This is an optimization exercise on Yosys and OpenROAD, whose aim is small area, not a production implementation.
The RTL was checked by simulation tests, not by an equivalence proof against the original design.

==> design.v <==
module top (
    input clock,
    input resetn,
    input pkt_valid,
    input [7:0] data_in,
    input [2:0] read_en,
    output [2:0] vld_out,
    output [7:0] data_out_0,
    output [7:0] data_out_1,
    output [7:0] data_out_2,
    output [2:0] full,
    output [2:0] empty,
    output busy,
    output err
);
    wire [2:0] write_en;
    wire [2:0] soft_reset;
    wire fifo_full;
    wire [1:0] add;
    wire [7:0] dout;
    wire parity_done, low_pkt_valid;
    wire detect_add, lfd_state, ld_state, write_enb_reg, full_state, laf_state, rst_int_reg;
    fifo fifo_0 (
        .clock(clock),
        .resetn(resetn),
        .soft_reset(soft_reset[0]),
        .write_en(write_en[0]),
        .read_en(read_en[0]),
        .lfd_state(lfd_state),
        .data_in(dout),
        .data_out(data_out_0),
        .empty(empty[0]),
        .full(full[0])
    );
    fifo fifo_1 (
        .clock(clock),
        .resetn(resetn),
        .soft_reset(soft_reset[1]),
        .write_en(write_en[1]),
        .read_en(read_en[1]),
        .lfd_state(lfd_state),
        .data_in(dout),
        .data_out(data_out_1),
        .empty(empty[1]),
        .full(full[1])
    );
    fifo fifo_2 (
        .clock(clock),
        .resetn(resetn),
        .soft_reset(soft_reset[2]),
        .write_en(write_en[2]),
        .read_en(read_en[2]),
        .lfd_state(lfd_state),
        .data_in(dout),
        .data_out(data_out_2),
        .empty(empty[2]),
        .full(full[2])
    );
    register reg_inst (
        .clock(clock),
        .resetn(resetn),
        .pkt_valid(pkt_valid),
        .data_in(data_in),
        .fifo_full(fifo_full),
        .rst_int_reg(rst_int_reg),
        .detect_add(detect_add),
        .lfd_state(lfd_state),
        .ld_state(ld_state),
        .laf_state(laf_state),
        .full_state(full_state),
        .parity_done(parity_done),
        .low_pkt_valid(low_pkt_valid),
        .dout(dout),
        .err(err)
    );
    router_sync sync_inst (
        .clock(clock),
        .resetn(resetn),
        .detect_add(detect_add),
        .data_in(data_in[1:0]),
        .write_en_reg(write_enb_reg),
        .empty(empty),
        .full(full),
        .read_en(read_en),
        .write_en(write_en),
        .fifo_full(fifo_full),
        .vld_out(vld_out),
        .soft_reset(soft_reset),
        .add(add)
    );
    router_fsm fsm_inst (
        .clock(clock),
        .resetn(resetn),
        .pkt_valid(pkt_valid),
        .fifo_full(fifo_full),
        .data_in(data_in[1:0]),
        .add(add),
        .fifo_empty(empty),
        .parity_done(parity_done),
        .low_pkt_valid(low_pkt_valid),
        .soft_reset_0(soft_reset[0]),
        .soft_reset_1(soft_reset[1]),
        .soft_reset_2(soft_reset[2]),
        .busy(busy),
        .detect_add(detect_add),
        .lfd_state(lfd_state),
        .ld_state(ld_state),
        .write_enb_reg(write_enb_reg),
        .full_state(full_state),
        .laf_state(laf_state),
        .rst_int_reg(rst_int_reg)
    );
endmodule
module router_fsm (
    input clock,
    input resetn,
    input pkt_valid,
    input fifo_full,
    input [1:0] data_in,
    input [1:0] add,
    input [2:0] fifo_empty,
    input parity_done,
    input low_pkt_valid,
    input soft_reset_0,
    input soft_reset_1,
    input soft_reset_2,
    output reg busy,
    output reg detect_add,
    output reg lfd_state,
    output reg ld_state,
    output reg write_enb_reg,
    output reg full_state,
    output reg laf_state,
    output reg rst_int_reg
);
localparam [3:0] DECODE_ADDRESS  = 4'b0000,
                 LOAD_FIRST_DATA = 4'b0001,
                 LOAD_DATA       = 4'b0010,
                 LOAD_PARITY     = 4'b0011,
                 FIFO_FULL_STATE = 4'b0100,
                 LOAD_AFTER_FULL = 4'b0101,
                 WAIT_TILL_EMPTY = 4'b0110,
                 CHECK_PARITY_ERR= 4'b0111;
    reg [3:0] current_state, next_state;
    reg new_empty, cur_empty, cur_soft_reset;
    always @(*) begin
        case (data_in)
            2'b00: new_empty = fifo_empty[0];
            2'b01: new_empty = fifo_empty[1];
            2'b10: new_empty = fifo_empty[2];
            default: new_empty = 1'b0;
        endcase
        case (add)
            2'b00: begin cur_empty = fifo_empty[0]; cur_soft_reset = soft_reset_0; end
            2'b01: begin cur_empty = fifo_empty[1]; cur_soft_reset = soft_reset_1; end
            2'b10: begin cur_empty = fifo_empty[2]; cur_soft_reset = soft_reset_2; end
            default: begin cur_empty = 1'b0; cur_soft_reset = 1'b0; end
        endcase
    end
    always @(posedge clock) begin
        if (!resetn) begin
            current_state <= DECODE_ADDRESS;
        end else if (current_state != DECODE_ADDRESS && cur_soft_reset) begin
            current_state <= DECODE_ADDRESS;  
        end else begin
            current_state <= next_state;
        end
    end
    always @(*) begin
        next_state = current_state;
        {busy, detect_add, lfd_state, ld_state, write_enb_reg, full_state, laf_state, rst_int_reg} = 0;
        case (current_state)
            DECODE_ADDRESS: begin
                detect_add = 1;
                if (pkt_valid && (data_in != 2'b11)) begin
                    if (new_empty) next_state = LOAD_FIRST_DATA;
                    else next_state = WAIT_TILL_EMPTY;
                end
            end
            LOAD_FIRST_DATA: begin
                lfd_state = 1;
                busy = 1;
                next_state = LOAD_DATA;
            end
            LOAD_DATA: begin
                ld_state = 1;
                write_enb_reg = 1;
                if (fifo_full) next_state = FIFO_FULL_STATE;
                else if (!pkt_valid) next_state = LOAD_PARITY;
            end
            LOAD_PARITY: begin
                busy = 1;
                write_enb_reg = 1;
                if (!fifo_full) next_state = CHECK_PARITY_ERR;
            end
            CHECK_PARITY_ERR: begin
                busy = 1;
                rst_int_reg = 1;
                next_state = DECODE_ADDRESS;
            end
            FIFO_FULL_STATE: begin
                busy = 1;
                full_state = 1;
                if (!fifo_full) next_state = LOAD_AFTER_FULL;
            end
            LOAD_AFTER_FULL: begin
                busy = 1;
                laf_state = 1;
                write_enb_reg = 1;
                if (!parity_done && low_pkt_valid) next_state = LOAD_PARITY;
                else if (parity_done) next_state = DECODE_ADDRESS;
                else next_state = LOAD_DATA;
            end
            WAIT_TILL_EMPTY: begin
                busy = 1;
                if (cur_empty) next_state = LOAD_FIRST_DATA;
            end
            default: next_state = DECODE_ADDRESS;
        endcase
    end
endmodule
module router_sync(
    input clock,
    input resetn,
    input detect_add,
    input [1:0] data_in,
    input write_en_reg,
    input [2:0] empty,
    input [2:0] full,
    input [2:0] read_en,
    output reg [2:0] write_en,
    output reg fifo_full,
  output [2:0]vld_out,
    output reg [2:0] soft_reset,
    output [1:0] add
);
    reg [1:0] add_r;
    reg [4:0] count_read [2:0];  
    assign add = add_r;
    always @(posedge clock) begin
        if (detect_add)
            add_r <= data_in;
    end
    always @(*) begin
        if (!write_en_reg)
            write_en = 3'b000;
        else begin
            case (add_r)
                2'b00: write_en = 3'b001;
                2'b01: write_en = 3'b010;
                2'b10: write_en = 3'b100;
                default: write_en = 3'b000;
            endcase
        end
    end
  assign vld_out[0] = !empty[0];
  assign vld_out[1] = !empty[1];
  assign vld_out[2] = !empty[2];
    genvar i;
    generate
        for (i = 0; i < 3; i = i + 1) begin : soft_reset_logic
            always @(posedge clock) begin
                if (!resetn) begin
                    count_read[i] <= 0;
                    soft_reset[i] <= 0;
                end else if (!vld_out[i]) begin
                    count_read[i] <= 0;
                    soft_reset[i] <= 0;
                end else if (read_en[i]) begin
                    count_read[i] <= 0;
                    soft_reset[i] <= 0;
                end else begin
                    if (count_read[i] == 29) begin
                        count_read[i] <= 0;
                        soft_reset[i] <= 1;  
                    end else begin
                        count_read[i] <= count_read[i] + 1;
                        soft_reset[i] <= 0;
                    end
                end
            end
        end
    endgenerate
   always@(*)
    begin
      case(add_r)
        2'b00:fifo_full=full[0];
        2'b01:fifo_full=full[1];
        2'b10:fifo_full=full[2];
        default:fifo_full=0;
      endcase
    end
endmodule
module fifo(input clock,
            input resetn,
            input soft_reset,
            input write_en,
            input read_en,
            input lfd_state,
            input [7:0] data_in,
            output reg [7:0] data_out,
            output empty,
            output full);
  reg [8:0] memory[15:0];
  reg [4:0] write_ptr,read_ptr;
  reg [6:0] count;
  integer i;
  assign empty=(write_ptr == read_ptr);
  assign full=(write_ptr =={!read_ptr[4],read_ptr[3:0]});
               always@(posedge clock)
                 begin
                   if(!resetn)
                     begin
                       write_ptr<=0;
                       for (i=0;i<16;i=i+1)
                         memory[i]<=0;
                     end
                   else if(soft_reset)
                     begin
                       write_ptr <=0;
                       for(i=0;i<16;i=i+1)
                         memory[i]<=0;
                     end
                   else
                     begin
                       if(write_en && !full)
                       begin
                       write_ptr <=write_ptr+1;
                         memory[write_ptr[3:0]] <={lfd_state,data_in};
                     end
                                end
                  end
 always@(posedge clock) begin
    if (!resetn || soft_reset) begin
        read_ptr <= 0;
        data_out <= 8'h00;
    end else if (read_en && !empty) begin
        data_out <= memory[read_ptr[3:0]][7:0];  
        read_ptr <= read_ptr + 1;
    end else if (!read_en) begin
        data_out <= 8'h00;  
    end
end
   always@(posedge clock)
     begin
       if(!resetn)
         count<=0;
       else if(soft_reset)
         count<=0;
       else if(read_en && !empty)
         begin
         if(memory[read_ptr[3:0]][8] ==1)
           count<=memory[read_ptr[3:0]][7:2]+1'b1;
           else if (count!=0)
			count<=count-1'b1;
         end
     end
         endmodule
 module register(
    input wire clock,
    input wire resetn,
    input wire pkt_valid,
    input wire [7:0] data_in,
    input wire fifo_full,
    input wire rst_int_reg,
    input wire detect_add,
    input wire lfd_state,
    input wire ld_state,
    input wire laf_state,
    input wire full_state,
    output reg parity_done,
    output reg low_pkt_valid,
    output reg [7:0] dout,
    output reg err
);
    reg [7:0] full_state_byte, pkt_parity, first_byte, internal_parity;
    always @(posedge clock) begin
        if (!resetn)
            parity_done <= 1'b0;
        else if ((ld_state && !fifo_full && !pkt_valid) || (laf_state && !parity_done && low_pkt_valid))
            parity_done <= 1'b1;
        else if (detect_add)
            parity_done <= 1'b0;
    end
    always @(posedge clock) begin
        if (!resetn)
            low_pkt_valid <= 1'b0;
        else if (ld_state && !pkt_valid)
            low_pkt_valid <= 1'b1;
        else if (rst_int_reg || detect_add)
            low_pkt_valid <= 1'b0;
    end
    always @(posedge clock) begin
        if (!resetn) begin
            dout <= 8'h00;
            first_byte <= 8'h00;
            full_state_byte <= 8'h00;
        end else begin
            if (detect_add && pkt_valid && data_in[1:0] != 2'b11)
                first_byte <= data_in;
            else if (lfd_state)
                dout <= first_byte;
            else if (laf_state)
                dout <= full_state_byte;
            else if (ld_state) begin
                if (!fifo_full)
                    dout <= data_in;
                else
                    full_state_byte <= data_in;
            end
        end
    end
    always @(posedge clock) begin
        if (!resetn)
            internal_parity <= 8'h00;
        else if (detect_add)
            internal_parity <= 8'h00;
        else if (lfd_state)
            internal_parity <= internal_parity ^ first_byte;
        else if (ld_state && !full_state && pkt_valid)
            internal_parity <= internal_parity ^ data_in;
    end
    always @(posedge clock) begin
        if (!resetn)
            err <= 1'b0;
        else if (!parity_done)
            err <= 1'b0;
        else
            err <= (pkt_parity != internal_parity) ? 1'b1 : 1'b0;
    end
    always @(posedge clock) begin
        if (!resetn)
            pkt_parity <= 8'h00;
        else if (detect_add)
            pkt_parity <= 8'h00;
        else if (ld_state && !pkt_valid && !fifo_full)
            pkt_parity <= data_in;
        else if (laf_state && low_pkt_valid && !parity_done)
            pkt_parity <= full_state_byte;
    end
endmodule
==> run.sh <==
#!/bin/bash
# synth_recipe.tcl (not shown) runs the flow's synth.tcl, then flattens the netlist and writes it again
# the make line also repeats each setting of config.mk as NAME=value (left out here)
make -C /OpenROAD-flow-scripts/flow DESIGN_CONFIG=/design/flow/config.mk WORK_HOME=/design/flow/orfs CLKGATE_MAP_FILE= SYNTH_SCRIPT=/design/flow/synth_recipe.tcl finish
==> config.mk <==
export PLATFORM = sky130hd
export DESIGN_NAME = top
export DESIGN_NICKNAME = top
export VERILOG_FILES = /design/flow/design.v
export SDC_FILE = /design/flow/constraint.sdc
export NUM_CORES = 4
export LEC_CHECK = 0
export CAP_MARGIN = 20
export CORE_MARGIN = 2
export CORE_UTILIZATION = 40
export SLEW_MARGIN = 20
==> constraint.sdc <==
create_clock -name core_clock -period 7.0 [get_ports {clock}]
set_input_delay 1.4000 -clock core_clock [delete_from_list [all_inputs] [get_ports {clock}]]
set_output_delay 1.4000 -clock core_clock [all_outputs]
set_load 0.01 [all_outputs]
==> flow_summary.ini <==
[outcome]
status = timing/DRC/antenna clean

[synthesis]
yosys-top-cells-count = edfxtp_1 (386), and2_1 (371), dfxtp_1 (130), mux4_2 (120), nor2_1 (102)
synth_area_um2 = 23700
synth_compound_area_share_pct = 2.00
synth_nets = 1768
synthSimpleGateAreaFrac_pct = 18.1
synthMuxAreaShare_pct = 13.8
syn_inst = 1733
synth_fa_ha_area_share_pct = 1.11
synthXorXnorAreaFrac_pct = 2.51
synth_top_family_by_area = simple AND/OR/NAND/NOR gates
yosysUniqueCellTypes = 58
synth_edf_count = 386
synth_top_area_share_pct = 49.0
ys_seq_area_share_pct = 60.0
ys_top_cells_by_area = edfxtp_1 (49%), mux4_2 (11%), dfxtp_1 (11%), and2_1 (9.8%), mux2i_1 (2.0%)
synth_top_flop_cell = edfxtp_1
yosysTopAreaCell = edfxtp_1
yosysWarnings = 5
ys_ff_latch = 516
synth.most_common_cell = edfxtp_1
postSynthAreaPerCell_um2 = 13.6
async_flop_share_pct = 0

[worst_setup_path]
crit_path_end = empty[1]
r2r-start = fsm_inst.current_state[2]
crit_fanout = 13
critPathArrivalTime_ns = 3.58
reg2reg_to = fifo_0.memory[1][2]
required_ns = 5.60
worst_path_max_delay_cell = dfxtp_1
max_stage_delay_ns = 0.79
startpoint_type = flip-flop
cp_cell_sequence = xor2_2, nor4_2, nand2_1, clkinv_1, clkdlybuf4s50_1
reg2reg_depth = 7
crit_type = reg2out
worst_setup_path_end_kind = primary output
r2r_slack_ns = 3.12
cp-startpoint = fifo_1.write_ptr[3]

[die]
core_region_area_um2 = 58800
initial_core_util_pct = 40.2
rows = 89
die_height_um = 247
die_w_um = 247
io_pins = 49
dieArea_um2 = 61100

[sta]
timing.slew.headroom_pct = 26.9
max_freq_mhz = 201
setup_violations = 0
tns_ns = 0
finalClockSkew_ns = 0.0319
tightest_slew_ns = 1.09
fin_crit_sh_pct = 71.1
hold_viol = 0
grt_setup_unrepaired = false
slew_violations = 0
fin_crit_ns = 4.98

[layout]
final_util_pct = 45.3
fin_nets = 1770
num-fill-cells = 5304
syn_to_final_growth_pct = 12.5
fin_cells = 2553
diodes = 0
layout-drive-gt1-share_pct = 16.4

[power]
p_leak_nw = 9.37
p_per_area_nw_per_um2 = 301
vdd_drop_max_v = 0.000230
finalPower_mw = 8.01

[place]
dp.cells = 2449
dp_hpwl_mm = 36.6
port_buffers = 48
gp_congestion = 0.783

[cts]
cts_buffers = 55
post-cts-setup-buffer-count = 0
cts_hold_buffers = 0
htree_levels = 2
clk_latency_ns = 0.62
cts_tree = yes
clock_path_buffers = 3
ctsResizeCount = 0
root_buffer = clkbuf_16
cts.sinks = 516
cts.clk_slew.worst_paths_ns = 0.06

[drt]
drc = 0
firstDrtPassIters = 5
detail_route.iter0.violations = 1132
drt-total-wl_mm = 55.8
num_vias = 13500
final_antenna_net_count = 0
via_per_inst = 5.30
wl_per_cell_um = 21.8

[global_route]
grt_max_degree = 50
antenna_found_initial = 5
grt_pass1_vias = 14000
grt_pass1_wl_mm = 85.8
overflow = 0
track_usage_pct = 18.8

[worst_hold_path]
hp-class = reg2reg

[flow_run]
max_cap_violations = 0
## state kept, by name, indices dropped and copies added (netlist names), 5 cells and up, named ones only
signal and count:
fifo_1.write_ptr 5, reg_inst.full_state_byte 8, fifo_2.write_ptr 5, fifo_1.read_ptr 5
fifo_2.memory 128, fifo_0.memory 128, reg_inst.internal_parity 8, fifo_1.memory 128
reg_inst.first_byte 8, fifo_2.read_ptr 5, fifo_0.read_ptr 5, reg_inst.dout 8
sync_inst.count_read 15, fifo_1.data_out 8, fifo_0.write_ptr 5, fifo_2.data_out 8
reg_inst.pkt_parity 8, fifo_0.data_out 8
## layout make-up
class                           instances  area [µm²]  share of cell area, %
Clock buffer                           88        1720                   6.48
Clock inverter                         14         109                  0.409
Inverter                               16        60.1                  0.226
Multi-Input combinational cell       1075        8910                   33.5
Sequential cell                       516       14200                   53.4
Tap cell                              773         967                   3.63
Timing Repair Buffer                   71         646                   2.43
## metrics by stage
| step | hold slack (ns) | worst slack (ns) | cell area (µm²) |
|---|---|---|---|
| 6_report | 0.450 | 2.02 | 26600 |
| 5_1_grt | 0.469 | 1.84 | 26600 |
| 4_1_cts | 0.453 | 1.96 | 26600 |
| 3_5_place_dp | 0.443 | 2.09 | 24800 |
| 3_3_place_gp | 0.443 | 2.11 | 24800 |
| 2_1_floorplan | 0.433 | 3.64 | 23700 |
## how the worst min path moves through the flow
stage | to | slack (ns) | depth (start not counted) | from
6_report | fifo_1.data_out[7] | 0.45 | 2 | fifo_1.data_out[7]
5_1_grt | fifo_2.data_out[0] | 0.47 | 2 | fifo_2.data_out[0]
4_1_cts | fifo_1.data_out[7] | 0.45 | 2 | fifo_1.data_out[7]
3_5_place_dp | fifo_0.data_out[6] | 0.44 | 2 | fifo_0.data_out[6]
3_3_place_gp | fifo_0.data_out[6] | 0.44 | 2 | fifo_0.data_out[6]
2_1_floorplan | sync_inst.count_read[0][0] | 0.43 | 1 | sync_inst.count_read[0][0]
## report_power, final
part           internal, mW  switching [mW]
Combinational         0.562           0.868
Clock                  1.72            1.19
Sequential             3.45           0.224
## cell usage in the layout (no fill, tap or decap), types with 3 or more instances in the layout
master	n
edfxtp_1	386
and2_1	371
mux4_2	120
dfxtp_1	119
nor2_1	102
nand2_1	78
clkbuf_16	58
clkdlybuf4s50_1	48
mux2i_1	47
xor2_1	46
nor2b_1	30
nand2b_1	30
a21oi_1	28
ha_1	21
xnor2_1	20
buf_4	20
o21ai_0	19
o21ai_1	18
and2_2	18
and3_1	17
nand4_1	16
clkbuf_8	16
nand3_1	15
clkbuf_1	14
inv_1	13
dfxtp_2	10
mux2_2	8
a22oi_1	8
clkinv_2	7
clkinv_1	6
nor3_1	6
or4_1	5
nor3_2	4
nand3_4	4
nor3_4	4
nor4b_1	4
nor4_4	3
nand4b_1	3
## routing by layer
metal / up-vias / global-route usage [%] / routed length [µm]
met2: 321 / 31.3 / 27500
met1: 6880 / 25.1 / 24000
met3: 102 / 3.25 / 2880
li1: 6218 / - / -
met5: - / 0 / 43
met4: 6 / 5.88 / 1430
## worst max-delay path, delay by kind of cell (launching register included)
| family | cells | cell delay (ns) |
|---|---|---|
| buf+inv | 2 | 1.06 |
| xor+xnor | 1 | 0.14 |
| simple gates | 2 | 0.96 |
| flops | 1 | 0.79 |
## cell families after synthesis
logic type               Yosys count
multiplexers                     175
flip-flops                       516
AO/OA/AOI/OAI                     84
adder cells (fa/ha/maj)           21
XOR/XNOR                          67
AND/OR/NAND/NOR                  728
buffers and inverters            142

afterwards: timing with drivers on the ports:
Ports are ideal in the flow. The routed layout listed here was re-timed in OpenROAD.
Step 1 sets driving cells, clkbuf_16 on the clock port and buf_2 on the other inputs (assumed; they add their load-dependent delay and slew).
Step 2, shift: input delay + t, output delay - t, t = (earliest + latest rising clock arrival at the registers) / 2. This alone moves slack from input paths to output paths.
a / b / c = ideal ports / drivers / drivers and shift; a / b = the first two.
t (ns): 0.665
setup WS [ns]: 2.024 / 1.965 / 2.289
hold WS [ns]: 0.450 / 0.450 / 0.450
worst setup path at the end: input to register
latest minus earliest clock arrival (ns): 0.036 / 0.036
After both steps this run still meets setup and hold. The setup slack of this run moves by -0.059 ns with the drivers and by +0.265 ns with both steps.
